What follows belongs to an exercise in optimizing a design on an open flow for small area, a short achievable clock period and few clock cycles; a production flow would make more cautious choices.
RTL that was checked went through simulation tests only; none was proved equivalent to the original.
The flow treats the clock pin as an ideal source. Dropping or thinning the clock tree relies on that and would not hold on a real chip.
Power figures rest on the tool's default switching activity, not on a simulated workload.

// ELA
module ELA(clk, rst, in_data, data_rd, req, wen, addr, data_wr, done);
Size: roughly 96 flip-flops, about 39 I/O pins.
clock: 7.0 ns
lec_check: 0
cap_margin: 20
core_margin: 2
core_utilization: 40
cts_buf_list: sky130_fd_sc_hd__clkbuf_8
setup_slack_margin: 4.7
slew_margin: 20
standard.sh (not shown) runs the stock make flow with config.mk's settings and CLKGATE_MAP_FILE= SYNTH_SCRIPT=/design/flow/synth_recipe.tcl, a recipe that flattens the netlist after the stock synthesis.
==> flow/flow/run.sh <==
#!/bin/bash
# Layout flow: the standard ORFS flow, with two changes:
#  - synthesis does not extract full/half adder cells (ADDER_MAP_FILE empty),
#    so ABC maps all of the arithmetic itself;
#  - the port buffers are sky130_fd_sc_hd__buf_2 cells.
set -euo pipefail
bash standard.sh ADDER_MAP_FILE= \
  "BUFFER_PORTS_ARGS=-buffer_cell sky130_fd_sc_hd__buf_2" \
  finish > make_finish.log 2>&1
Testbench counts at the start, summed over its fixed seeds: cycles 62,688.
Edit:
Settings changed: SETUP_SLACK_MARGIN 4.7 to 4.8.
The changed run finished clean.
Routed wire length came out lower by 2.4%.
Via count came out lower by 1.5%.
First-iteration DRC count came out lower by 30%.
Total power came out higher by 0.62%.
Edit:
Settings changed: SETUP_SLACK_MARGIN 4.8 to 4.5.
=> The changed run produced a clean layout; cell area fell by a few percent; die area is unchanged; power went down by a few percent; worst setup slack gets worse by 0.049 ns; global-route usage drops by 0.63 points; sequential cell count is unchanged; count of clock-buffer cells in the layout went down by 2; register-to-register slack is worse by 0.05 ns; hold slack barely changes; fmax fell slightly.

Another version of the RTL of ELA (not shown whole).
Size: ~88 flip-flops, roughly 39 I/O pins, ~4100 um2 of cells after synthesis.
==> flow/config.mk <==
export PLATFORM = sky130hd
export DESIGN_NAME = ELA
export DESIGN_NICKNAME = ELA
export VERILOG_FILES = /design/flow/design.v
export SDC_FILE = /design/flow/constraint.sdc
export NUM_CORES = 8
export LEC_CHECK = 0
export CAP_MARGIN = 20
export CORE_MARGIN = 2
export CORE_UTILIZATION = 60
export SETUP_SLACK_MARGIN = 4.95
export SLEW_MARGIN = 20
export SYNTH_HIERARCHICAL = 1
==> flow/constraint.sdc <==
create_clock -name core_clock -period 7.0 [get_ports {clk}]
set_input_delay 1.4000 -clock core_clock [delete_from_list [all_inputs] [get_ports {clk}]]
set_output_delay 1.4000 -clock core_clock [all_outputs]
set_load 0.01 [all_outputs]
==> flow/flow/run.sh <==
#!/bin/bash
# Layout flow: the standard ORFS flow (standard.sh), with these changes:
#  - synthesis does not extract full/half adder cells (ADDER_MAP_FILE empty),
#    so ABC maps all of the arithmetic itself;
#  - the port buffers are sky130_fd_sc_hd__buf_1 cells;
#  - the clock tree is one level: the clock port drives four clkbuf_16 cells,
#    one per quarter of the flip-flops. flow/cts.tcl (made by gen/make_cts.py
#    from ORFS's scripts/cts.tcl) replaces ORFS's cts.tcl in a copy of the
#    scripts folder; clock_tree_synthesis is replaced by that buffering.
# make's output goes to make_finish.log; each ORFS step writes its own log
# under orfs/logs/.
set -euo pipefail
rm -rf scripts_mod
cp -r "$FLOW_HOME/scripts" scripts_mod
cp flow/cts.tcl scripts_mod/cts.tcl
bash standard.sh ADDER_MAP_FILE= \
  "BUFFER_PORTS_ARGS=-buffer_cell sky130_fd_sc_hd__buf_1" \
  "SCRIPTS_DIR=$PWD/scripts_mod" \
  finish > make_finish.log 2>&1
Other scripts of this flow, unchanged in this note and not shown: flow/flow/cts.tcl
Testbench counts at the start, summed over its fixed seeds: cycles 62,688.
Next try:
Settings changed: CORE_UTILIZATION 60 to 40, SETUP_SLACK_MARGIN 4.95 to 4.85.
The changed run completed with no timing, DRC or antenna violations.
Via count goes down slightly.
Wire length climbs by roughly a tenth.
Design area came out lower by a few percent.
Global-route usage fell by 5.0 points.
Synthesized cell count is unchanged.
Sequential share of layout area came out higher by 0.80 points.
Sequential power hardly moves.
Total power increases slightly.
First-iteration DRC count increases by about a fifth.
Next try:
Settings changed: CORE_UTILIZATION 40 to 60, SETUP_SLACK_MARGIN 4.85 to 4.9.
=> The changed run finished with timing, DRC and antenna clean; total power drops by 0.57%; utilization went up by 22 points; setup slack improved by 0.011 ns; final area came out higher by 0.67%; via count came out higher by 1.1%; combinational power barely changes; sequential cell count does not change; final cell count went down by 9.0%; hold slack loses 0.0047 ns.
No run of this note takes its clock network from TritonCTS; it comes from the design's own scripts or RTL.

Another version of the RTL of ELA (not shown whole).
For scale: ~350 cells after synthesis, about 88 flip-flops, about 39 I/O pins, about 4100 sq um of cells after synthesis.
Settings: LEC_CHECK=0, CAP_MARGIN=20, CORE_MARGIN=2, CORE_UTILIZATION=60, SETUP_SLACK_MARGIN=4.85, SLEW_MARGIN=20, SYNTH_HIERARCHICAL=1; clock period 7.0 ns.
Scripts as last shown in full above: flow/flow/run.sh
Other scripts of this flow, unchanged in this note and not shown: flow/flow/cts.tcl
The starting point completed without violations.
Change:
Settings changed: SETUP_SLACK_MARGIN 4.85 to 4.9.
What happened:
- The changed run finished with timing, DRC and antenna clean
- synthesized cell count stays the same
- power rose by about 0.36%
- via count hardly moves
- register-to-register slack improves by 40 ps
- clock skew stays flat
- worst setup slack is about the same
- die area does not change
- hold slack hardly moves
- area after synthesis stays the same
- maximum frequency stays flat
- critical path depth increases by 1
No functional check of the RTL was part of any run of this note. In every run of this note, the design's own scripts or RTL, not TritonCTS, make the clock network.

Another version of the RTL of ELA (not shown whole).
Size: roughly 370 cells after synthesis, ~39 I/O pins, about 0.0047 sq mm of cells after synthesis.
==> flow/design.v (excerpt) <==
module ELA(clk, rst, in_data, data_rd, req, wen, addr, data_wr, done);
==> flow/config.mk <==
export PLATFORM = sky130hd
export DESIGN_NAME = ELA
export DESIGN_NICKNAME = ELA
export VERILOG_FILES = /design/flow/design.v
export SDC_FILE = /design/flow/constraint.sdc
export NUM_CORES = 8
export LEC_CHECK = 0
export CAP_MARGIN = 20
export CORE_MARGIN = 2
export CORE_UTILIZATION = 40
export CTS_BUF_LIST = sky130_fd_sc_hd__clkbuf_8
export CTS_CLUSTER_DIAMETER = 60
export CTS_CLUSTER_SIZE = 20
export SETUP_SLACK_MARGIN = 4.3
export SLEW_MARGIN = 20
==> flow/constraint.sdc <==
create_clock -name core_clock -period 7.0 [get_ports {clk}]
set_input_delay 1.4000 -clock core_clock [delete_from_list [all_inputs] [get_ports {clk}]]
set_output_delay 1.4000 -clock core_clock [all_outputs]
set_load 0.01 [all_outputs]
==> flow/flow/run.sh <==
#!/bin/bash
# Layout flow: the standard ORFS flow, with two changes:
#  - synthesis does not extract full/half adder cells (ADDER_MAP_FILE empty),
#    so ABC maps all of the arithmetic itself;
#  - the port buffers are sky130_fd_sc_hd__buf_2 cells.
set -euo pipefail
bash standard.sh ADDER_MAP_FILE= \
  "BUFFER_PORTS_ARGS=-buffer_cell sky130_fd_sc_hd__buf_2" \
  finish > make_finish.log 2>&1
Rerun with:
CTS_CLUSTER_DIAMETER = 100   (was 60)
CTS_CLUSTER_SIZE = 30   (was 20)
Outcome: Worst setup slack stays the same; non-clock buffer count does not change; core utilization stays the same; total power stays the same; clock-buffer cell count does not change; area after synthesis is unchanged; clock skew does not change; sequential share of layout area stays the same.
Rerun with:
CTS_BUF_LIST = not set   (was sky130_fd_sc_hd__clkbuf_8)
CTS_CLUSTER_DIAMETER = not set   (was 100)
CTS_CLUSTER_SIZE = not set   (was 30)
What happened: The changed run completed with no timing, DRC or antenna violations; power went up by 8.1%; worst setup slack stays flat; routed wire length stays flat; clock power climbs by about 22%; area after synthesis is unchanged; fmax barely changes.
No functional check of the RTL was part of any run of this note.

RTL: one of the versions met above, not the one the previous note started from.
Size in the first run: roughly 350 cells after synthesis, ~39 I/O pins, about 4100 um^2 of cells after synthesis.
==> flow/config.mk <==
export PLATFORM = sky130hd
export DESIGN_NAME = ELA
export DESIGN_NICKNAME = ELA
export VERILOG_FILES = /design/flow/design.v
export SDC_FILE = /design/flow/constraint.sdc
export NUM_CORES = 8
export LEC_CHECK = 0
export CAP_MARGIN = 20
export CORE_MARGIN = 2
export CORE_UTILIZATION = 60
export SETUP_SLACK_MARGIN = 4.85
export SLEW_MARGIN = 20
export SYNTH_HIERARCHICAL = 1
==> flow/constraint.sdc <==
create_clock -name core_clock -period 7.0 [get_ports {clk}]
set_input_delay 1.4000 -clock core_clock [delete_from_list [all_inputs] [get_ports {clk}]]
set_output_delay 1.4000 -clock core_clock [all_outputs]
set_load 0.01 [all_outputs]
==> flow/flow/run.sh <==
#!/bin/bash
# Layout flow: the standard ORFS flow (standard.sh), with these changes:
#  - synthesis does not extract full/half adder cells (ADDER_MAP_FILE empty),
#    so ABC maps all of the arithmetic itself;
#  - the port buffers are sky130_fd_sc_hd__buf_1 cells;
#  - the clock tree is one level: the clock port drives four clkbuf_16 cells,
#    one per quarter of the flip-flops. flow/cts.tcl (made by gen/make_cts.py
#    from ORFS's scripts/cts.tcl) replaces ORFS's cts.tcl in a copy of the
#    scripts folder; clock_tree_synthesis is replaced by that buffering.
# make's output goes to make_finish.log; each ORFS step writes its own log
# under orfs/logs/.
set -euo pipefail
rm -rf scripts_mod
cp -r "$FLOW_HOME/scripts" scripts_mod
cp flow/cts.tcl scripts_mod/cts.tcl
bash standard.sh ADDER_MAP_FILE= \
  "BUFFER_PORTS_ARGS=-buffer_cell sky130_fd_sc_hd__buf_1" \
  "SCRIPTS_DIR=$PWD/scripts_mod" \
  finish > make_finish.log 2>&1
Other scripts of this flow, unchanged in this note and not shown: flow/flow/cts.tcl
Testbench counts at the start, summed over its fixed seeds: cycles 62,688.
Then changed:
--- a/flow/config.mk
+++ b/flow/config.mk
@@ -9,5 +9,5 @@
 export CORE_MARGIN = 2
 export CORE_UTILIZATION = 60
-export SETUP_SLACK_MARGIN = 4.85
+export SETUP_SLACK_MARGIN = 5.0
 export SLEW_MARGIN = 20
 export SYNTH_HIERARCHICAL = 1
After rerunning: The changed run ran to the end with no violations. Routed wire length is higher by a few percent. Final cell count is higher by a few percent. Maximum frequency hardly moves. Critical path depth does not change. Total power is higher slightly. Synthesized cell count stays the same. Setup slack is about the same.
No run of this note takes its clock network from TritonCTS; it comes from the design's own scripts or RTL.

old:
The RTL this note starts from:
==> flow/design.v <==
`timescale 1ns/10ps
module ELA(clk, rst, in_data, data_rd, req, wen, addr, data_wr, done);
	input				clk;
	input				rst;
	input		[7:0]	in_data;
	input		[7:0]	data_rd;
	output				req;
	output	reg			wen;
	output	reg	[9:0]	addr;
	output	reg	[7:0]	data_wr;	 
	output				done;
	reg			interp, fin;
	reg			s_rb, s_w;	 
	reg	[7:0]	x;	 
	reg	[7:0]	y;	 
	reg	[7:0]	pp;	 
	reg	[7:0]	q;	 
	reg	[7:0]	r;	 
	reg	[7:0]	dreg, areg;	 
	reg	[7:0]	m;			 
	wire s_rt = ~s_rb & ~s_w;
	assign req  = ~interp;
	assign done = fin;
	wire [8:0] ix = {addr[9:6], addr[4:0]};
	wire [8:0] kst = {s_rb, s_rb, s_rb, s_rt & interp, s_rb, s_rb, s_rb,
			s_rb | s_w, s_w | ~interp & wen};
	function [8:0] add9;
		input [8:0] u, v;
		integer j; reg c;
		begin
			c = 1'b0;
			for (j = 0; j < 9; j = j + 1) begin
				add9[j] = u[j] ^ v[j] ^ c;
				c = (u[j] & v[j]) | (c & (u[j] ^ v[j]));
			end
		end
	endfunction
	wire [8:0] i_next = add9(ix, kst);
	wire [7:0] d_xy, a_xy;
	ELA_absd u_absd(.x(x), .y(y), .d(d_xy));
	ELA_avg u_avg(.x(x), .y(y), .a(a_xy));
	always @(posedge clk) begin
		dreg <= d_xy;
		areg <= a_xy;
	end
	wire edge_col = (ix[4:0] == 5'd1) || (ix[4:0] == 5'd2);
	wire le;
	ELA_le8 u_le(.v(dreg), .u(m), .le(le));
	wire take = s_w | le | (s_rb & edge_col);
	always @(posedge clk) begin
		if (take)
			m <= dreg;
		if (!interp)
			data_wr <= in_data;
		else if (take)
			data_wr <= areg;
	end
	always @(posedge clk or posedge rst) begin
		if (rst) begin
			interp <= 1'b0;
			fin <= 1'b0;
			s_rb <= 1'b0;
			s_w <= 1'b0;
			wen <= 1'b0;
		end else if (fin) begin
			wen <= 1'b0;
		end else begin
			if (!interp) begin
				wen <= ~(wen & (&ix));
				if (wen & (&ix))
					interp <= 1'b1;
			end else begin
				s_rb <= s_rt;
				s_w <= s_rb;
				wen <= s_rb & (ix[8:1] != 8'd16);
				if (s_rb && ix == 9'd1)
					fin <= 1'b1;
			end
		end
	end
	always @(posedge clk)
		addr <= (interp | wen) ? {i_next[8:5], interp & s_rb, i_next[4:0]} : 10'd0;
	always @(posedge clk) begin
		if (s_rt) begin
			x <= y; y <= data_rd; r <= x;
		end else if (s_rb) begin
			x <= r; y <= data_rd; r <= pp; pp <= y;
		end else begin
			x <= r; y <= q; q <= y; r <= pp;
		end
	end
endmodule
module ELA_le8(v, u, le);
	input	[7:0]	v, u;
	output			le;
	wire [7:0] g = v & ~u;
	wire [7:0] e = ~(v ^ u);
	wire g10 = g[1] | e[1] & g[0], e10 = e[1] & e[0];
	wire g32 = g[3] | e[3] & g[2], e32 = e[3] & e[2];
	wire g54 = g[5] | e[5] & g[4], e54 = e[5] & e[4];
	wire g76 = g[7] | e[7] & g[6], e76 = e[7] & e[6];
	wire g30 = g32 | e32 & g10;
	wire g74 = g76 | e76 & g54, e74 = e76 & e54;
	assign le = ~(g74 | e74 & g30);
endmodule
module ELA_absd(x, y, d);
	input	[7:0]	x, y;
	output	reg	[7:0]	d;
	reg [7:0] g, e, G1, E1, G2, E2, G3, E3, bo, bo2;
	integer i;
	always @(*) begin
		g = x & ~y;
		e = ~(x ^ y);
		for (i = 0; i < 8; i = i + 1)
			if (i % 2 == 1) begin G1[i] = g[i] | e[i] & g[i-1]; E1[i] = e[i] & e[i-1]; end
			else begin G1[i] = g[i]; E1[i] = e[i]; end
		for (i = 0; i < 8; i = i + 1)
			if (i % 4 >= 2) begin G2[i] = G1[i] | E1[i] & G1[(i/4)*4+1]; E2[i] = E1[i] & E1[(i/4)*4+1]; end
			else begin G2[i] = G1[i]; E2[i] = E1[i]; end
		for (i = 0; i < 8; i = i + 1)
			if (i >= 4) begin G3[i] = G2[i] | E2[i] & G2[3]; E3[i] = E2[i] & E2[3]; end
			else begin G3[i] = G2[i]; E3[i] = E2[i]; end
		bo  = {~(G3[6:0] | E3[6:0]), 1'b0};
		bo2 = {G3[6:0], 1'b0};
		d = G3[7] ? (~e ^ bo) : (~e ^ bo2);
	end
endmodule
module ELA_avg(x, y, a);
	input	[7:0]	x, y;
	output	reg	[7:0]	a;
	reg [7:0] g, p, G1, P1, G2, P2, G3, P3;
	integer i;
	always @(*) begin
		g = x & y; p = x ^ y;
		for (i = 0; i < 8; i = i + 1)
			if (i % 2 == 1) begin G1[i] = g[i] | p[i] & g[i-1]; P1[i] = p[i] & p[i-1]; end
			else begin G1[i] = g[i]; P1[i] = p[i]; end
		for (i = 0; i < 8; i = i + 1)
			if (i % 4 >= 2) begin G2[i] = G1[i] | P1[i] & G1[(i/4)*4+1]; P2[i] = P1[i] & P1[(i/4)*4+1]; end
			else begin G2[i] = G1[i]; P2[i] = P1[i]; end
		for (i = 0; i < 8; i = i + 1)
			if (i >= 4) begin G3[i] = G2[i] | P2[i] & G2[3]; P3[i] = P2[i] & P2[3]; end
			else begin G3[i] = G2[i]; P3[i] = P2[i]; end
		a = {G3[7], p[7:1] ^ G3[6:0]};
	end
endmodule
Settings: LEC_CHECK=0, CAP_MARGIN=20, CORE_MARGIN=2, CORE_UTILIZATION=60, SETUP_SLACK_MARGIN=4.9, SLEW_MARGIN=20, SYNTH_HIERARCHICAL=1; clock period 7.0 ns.
==> flow/flow/run.sh <==
#!/bin/bash
# Layout flow: the standard ORFS flow, with these changes:
#  - synthesis does not extract full/half adder cells (ADDER_MAP_FILE empty),
#    so ABC maps all of the arithmetic itself;
#  - the port buffers are sky130_fd_sc_hd__buf_1 cells;
#  - the clock tree is one level: the clock port drives four clkbuf_16 cells,
#    one per quarter of the flip-flops (flow/cts.tcl replaces ORFS's cts.tcl,
#    with clock_tree_synthesis replaced by that buffering).
set -euo pipefail
rm -rf scripts_mod
cp -r "$FLOW_HOME/scripts" scripts_mod
cp flow/cts.tcl scripts_mod/cts.tcl
bash standard.sh ADDER_MAP_FILE= \
  "BUFFER_PORTS_ARGS=-buffer_cell sky130_fd_sc_hd__buf_1" \
  "SCRIPTS_DIR=$PWD/scripts_mod" \
  finish > make_finish.log 2>&1
Other scripts of this flow, unchanged in this note and not shown: flow/flow/cts.tcl
Input-level comparison between new and old:
- SETUP_SLACK_MARGIN: 4.9 -> 4.8
==> comparison <==
Taking old as the reference, in new via count fell by 13, routed wire length decreased 1.5%, share of the core filled with cells now sits lower, power spent charging and discharging nets decreased by about 1.7% relative to the old numbers. [new] final critical-path share of the clock period rose 0.35 points relative to old. Total power: new and old compared, lower one is new. The higher proportion of cell area occupied by multi-input gates of new and old is in new.
No run of this note included a check of the RTL's function; only the layout flow was run. In every run of this note, the design's own scripts or RTL, not TritonCTS, make the clock network.

-- port drivers added, routing unchanged --
The results above use ideal ports. As a check the final layouts listed here were re-extracted and re-timed, cells and wires unchanged. Step 1 (the two cells are an assumption about what drives the block):
set clk [get_ports {clk}]
set_driving_cell -lib_cell sky130_fd_sc_hd__clkbuf_16 $clk
set_driving_cell -lib_cell sky130_fd_sc_hd__buf_2 [delete_from_list [all_inputs] $clk]
Step 2 times the ports against the registers' clock, not the clock port: input delays grow and output delays shrink by t, the midpoint of the rising clock arrivals with the driver on. a / b / c = ideal ports / drivers / drivers and shift; a / b = the first two.
run	t (ns)	slack for setup (ns)	worst setup path at the end	slew at the worst register clock pin (ns)	worst data-port slew with drivers (ns)
the first run of note 1	0.377	4.560 / 4.560 / 4.560	register to register	0.09 / 0.09	0.03
the second run of note 1	0.382	4.560 / 4.560 / 4.560	register to register	0.10 / 0.10	0.04
the third run of note 1	0.391	4.511 / 4.511 / 4.511	register to register	0.10 / 0.10	0.04
the first run of note 2	0.223	4.897 / 4.822 / 5.002	register to register	0.09 / 0.09	0.03
the second run of note 2	0.225	4.883 / 4.806 / 4.931	register to register	0.09 / 0.09	0.04
the third run of note 2	0.224	4.894 / 4.819 / 4.983	register to register	0.09 / 0.09	0.03
the first run of note 3	0.220	4.891 / 4.820 / 4.965	register to register	0.09 / 0.09	0.03
the second run of note 3	0.221	4.894 / 4.822 / 4.999	input to register	0.09 / 0.09	0.03
the first run of note 4	0.400	4.405 / 4.405 / 4.405	register to register	0.10 / 0.10	0.03
the second run of note 4	0.400	4.405 / 4.405 / 4.405	register to register	0.10 / 0.10	0.03
the third run of note 4	0.379	4.408 / 4.408 / 4.408	register to register	0.07 / 0.07	0.03
the first run of note 5	0.224	4.896 / 4.821 / 4.981	register to register	0.09 / 0.09	0.03
the second run of note 5	0.223	4.895 / 4.820 / 5.013	input to register	0.09 / 0.09	0.03
old	0.228	4.796 / 4.718 / 4.946	register to output	0.09 / 0.09	0.03
new	0.227	4.772 / 4.693 / 4.920	register to output	0.09 / 0.09	0.03
After both steps every run listed still meets setup and hold.
